Background: an optimization exercise with open tools, aiming at small area, a short achievable clock period and few clock cycles. Do not read the settings as production practice.
Where RTL was checked, it was by simulation tests only, not by an equivalence proof against the original.
Power figures rest on the tool's default switching activity, not on a simulated workload.

==> flow/design.v <==
`timescale 1ns / 1ps
module top(clk,rst,imem_addr,imem_data,led,halted);
        input clk;
        input rst;
        output [0:7] imem_addr;
        input [0:31] imem_data;
        output [0:7] led;
        output halted;
        wire [31:0] ins = imem_data;
        wire [5:0] op  = ins[31:26];
        wire [4:0] rs  = ins[25:21];
        wire [4:0] rt  = ins[20:16];
        wire [4:0] rd  = ins[15:11];
        wire [7:0] imm = ins[7:0];
        wire [5:0] fn  = ins[5:0];
        reg  [7:0] R [0:31];
        reg  [7:0] pc;
        reg  [7:0] x_a, x_b;           
        reg  [7:0] x_alt;              
        reg  [4:0] x_dst;
        reg        x_we, x_lw, x_slt, x_w2, x_br, x_bne, x_pt, x_jal;
        wire [7:0] sum = x_a + x_b;
        reg [7:0] rom;
        always @(*) begin
                case (sum)
                8'd0: rom = 8'b10011100;
                8'd1: rom = 8'b10001111;
                8'd2: rom = 8'b01110000;
                8'd3: rom = 8'b00111011;
                8'd4: rom = 8'b00100000;
                8'd5: rom = 8'b01010000;
                8'd6: rom = 8'b00000111;
                8'd7: rom = 8'b00001000;
                8'd8: rom = 8'b00001001;
                8'd9: rom = 8'b00001010;
                8'd10: rom = 8'b00000110;
                default: rom = 8'b00000000;
                endcase
        end
        wire lt = $signed(x_a) < $signed(x_b);
        wire [7:0] res = x_lw  ? rom :
                         x_slt ? {7'b0, lt} :
                         x_jal ? x_alt : sum;
        wire eq = (x_a == x_b);
        wire miss = x_br & (eq ^ x_bne ^ x_pt);
        wire stop = (pc >= 8'd14);
        wire d_lw   = op[5];                           
        wire d_addi = op[3];                           
        wire d_jal  = op[1] & ~op[5];                  
        wire d_br   = op[2];                           
        wire d_bne  = op[2] & op[0];                   
        wire d_r    = ~(op[5] | op[3] | op[2] | op[1]);  
        wire d_jr   = d_r & ~fn[5];                    
        wire d_slt  = d_r & fn[5] & fn[1];             
        wire d_we   = d_lw | d_addi | d_jal | (d_r & fn[5]);
        wire [4:0] d_dst = d_r ? rd : d_jal ? 5'd31 : rt;
        wire d_imm  = d_lw | d_addi;
        wire d_pt   = imm[7];                          
        wire fwd_a  = x_we & (x_dst == rs);
        wire fwd_b  = x_we & (x_dst == rt);
        wire fwd_31 = x_we & (x_dst == 5'd31);
        wire [7:0] rf_a = R[rs];
        wire [7:0] rf_b = R[rt];
        wire [7:0] d_a = fwd_a ? res : rf_a;
        wire [7:0] d_b = fwd_b ? res : rf_b;
        wire [7:0] r31 = fwd_31 ? res : R[31];
        wire [7:0] pc1 = pc + 8'd1;
        wire [7:0] pci = pc + imm;
        wire [7:0] npc = d_jr ? r31 : d_jal ? imm : (d_br & d_pt) ? pci : pc1;
        assign imem_addr = pc;
        assign halted = stop & ~x_br & ~x_w2;
        assign led = R[2];
        always @(posedge clk) begin
                if (rst | miss | stop) begin
                        x_we  <= 1'b0;
                        x_lw  <= 1'b0;
                        x_slt <= 1'b0;
                        x_w2  <= 1'b0;
                        x_br  <= 1'b0;
                        x_jal <= 1'b0;
                        if (rst) pc <= 8'd12;
                        else if (miss) pc <= x_alt;
                end
                else begin
                        x_we  <= d_we;
                        x_lw  <= d_lw;
                        x_slt <= d_slt;
                        x_w2  <= d_we & (d_dst == 5'd2);
                        x_br  <= d_br;
                        x_jal <= d_jal;
                        pc    <= npc;
                end
                x_bne <= d_bne;
                x_pt  <= d_pt;
                x_alt <= (d_pt | d_jal) ? pc1 : pci;
                x_dst <= d_dst;
                x_a   <= d_a;
                x_b   <= d_imm ? imm : d_b;
        end
        wire [7:0] wd = rst ? 8'd0 : res;
        genvar k;
        generate
                for (k = 0; k < 32; k = k + 1) begin : g_rf
                        always @(posedge clk)
                                if (rst | (x_we & (x_dst == k)))
                                        R[k] <= wd;
                end
        endgenerate
endmodule
make LEC_CHECK=0 CAP_MARGIN=10 CORE_MARGIN=2 CORE_UTILIZATION=40 CTS_CLUSTER_DIAMETER=80 CTS_CLUSTER_SIZE=20 SETUP_SLACK_MARGIN=4.0 SLEW_MARGIN=10 finish   # period 7.0 ns
run.sh (not shown) runs the stock make flow with config.mk's settings and CLKGATE_MAP_FILE= SYNTH_SCRIPT=/design/flow/synth_recipe.tcl, a recipe that flattens the netlist after the stock synthesis.
The baseline passed the timing, design-rule and antenna checks.
==> next run, changes <==
--- a/flow/design.v
+++ b/flow/design.v
@@ -19,5 +19,5 @@
         reg  [7:0] x_alt;              
         reg  [4:0] x_dst;
-        reg        x_we, x_lw, x_slt, x_w2, x_br, x_bne, x_pt, x_jal;
+        reg        x_we, x_lw, x_slt, x_w2, x_br, x_bne, x_pt;
         wire [7:0] sum = x_a + x_b;
         reg [7:0] rom;
@@ -40,6 +40,5 @@
         wire lt = $signed(x_a) < $signed(x_b);
         wire [7:0] res = x_lw  ? rom :
-                         x_slt ? {7'b0, lt} :
-                         x_jal ? x_alt : sum;
+                         x_slt ? {7'b0, lt} : sum;
         wire eq = (x_a == x_b);
         wire miss = x_br & (eq ^ x_bne ^ x_pt);
@@ -78,5 +77,4 @@
                         x_w2  <= 1'b0;
                         x_br  <= 1'b0;
-                        x_jal <= 1'b0;
                         if (rst) pc <= 8'd12;
                         else if (miss) pc <= x_alt;
@@ -88,13 +86,12 @@
                         x_w2  <= d_we & (d_dst == 5'd2);
                         x_br  <= d_br;
-                        x_jal <= d_jal;
                         pc    <= npc;
                 end
                 x_bne <= d_bne;
                 x_pt  <= d_pt;
-                x_alt <= (d_pt | d_jal) ? pc1 : pci;
+                x_alt <= d_pt ? pc1 : pci;
                 x_dst <= d_dst;
-                x_a   <= d_a;
-                x_b   <= d_imm ? imm : d_b;
+                x_a   <= d_jal ? pc1 : d_a;
+                x_b   <= d_imm ? imm : d_jal ? 8'd0 : d_b;
         end
         wire [7:0] wd = rst ? 8'd0 : res;
Routed wire length hardly moves.
Total power fell by 5.9%.
Die area rose by 1.9%.
Register-to-register slack is better by 0.20 ns.
Clock skew fell by 0.0066 ns.
Cell area fell by 0.38%.
Setup slack is better by 0.16 ns.
Synthesized cell count rose by 9.0%.
Clock-buffer cell count fell by 4.
First-iteration DRC count rose by 0.81%.
Testbench counts after the change, summed over its fixed seeds: cycles 53,224.
Function not checked in the first run of this note: the RTL went through the layout flow alone.

[port drivers added, routing unchanged]
The results above use ideal ports. As a check the final layouts listed here were re-extracted and re-timed, cells and wires unchanged.
Step 1 assumes that a clkbuf_16 drives the clock port and a buf_2 every other input.
Step 2 times the ports against the registers' clock, not the clock port: input delays grow and output delays shrink by t, the midpoint of the rising clock arrivals with the driver on.
a / b / c = ideal ports / drivers / drivers and shift; a / b = the first two.
| run | t, ns | setup slack, ns | worst setup path after step 2 | latest minus earliest clock arrival (ns) | slew at the worst register clock pin (ns) |
|---|---|---|---|---|---|
| the first run | 0.595 | 3.783 / 3.811 / 3.217 | input to register | 0.028 / 0.029 | 0.09 / 0.09 |
| the second run | 0.605 | 3.947 / 3.888 / 3.372 | input to register | 0.022 / 0.021 | 0.09 / 0.09 |
After both steps every run listed still meets setup and hold. For the second run, which loses most, drivers alone change the setup slack by -0.059 ns; drivers and shift together by -0.575 ns.
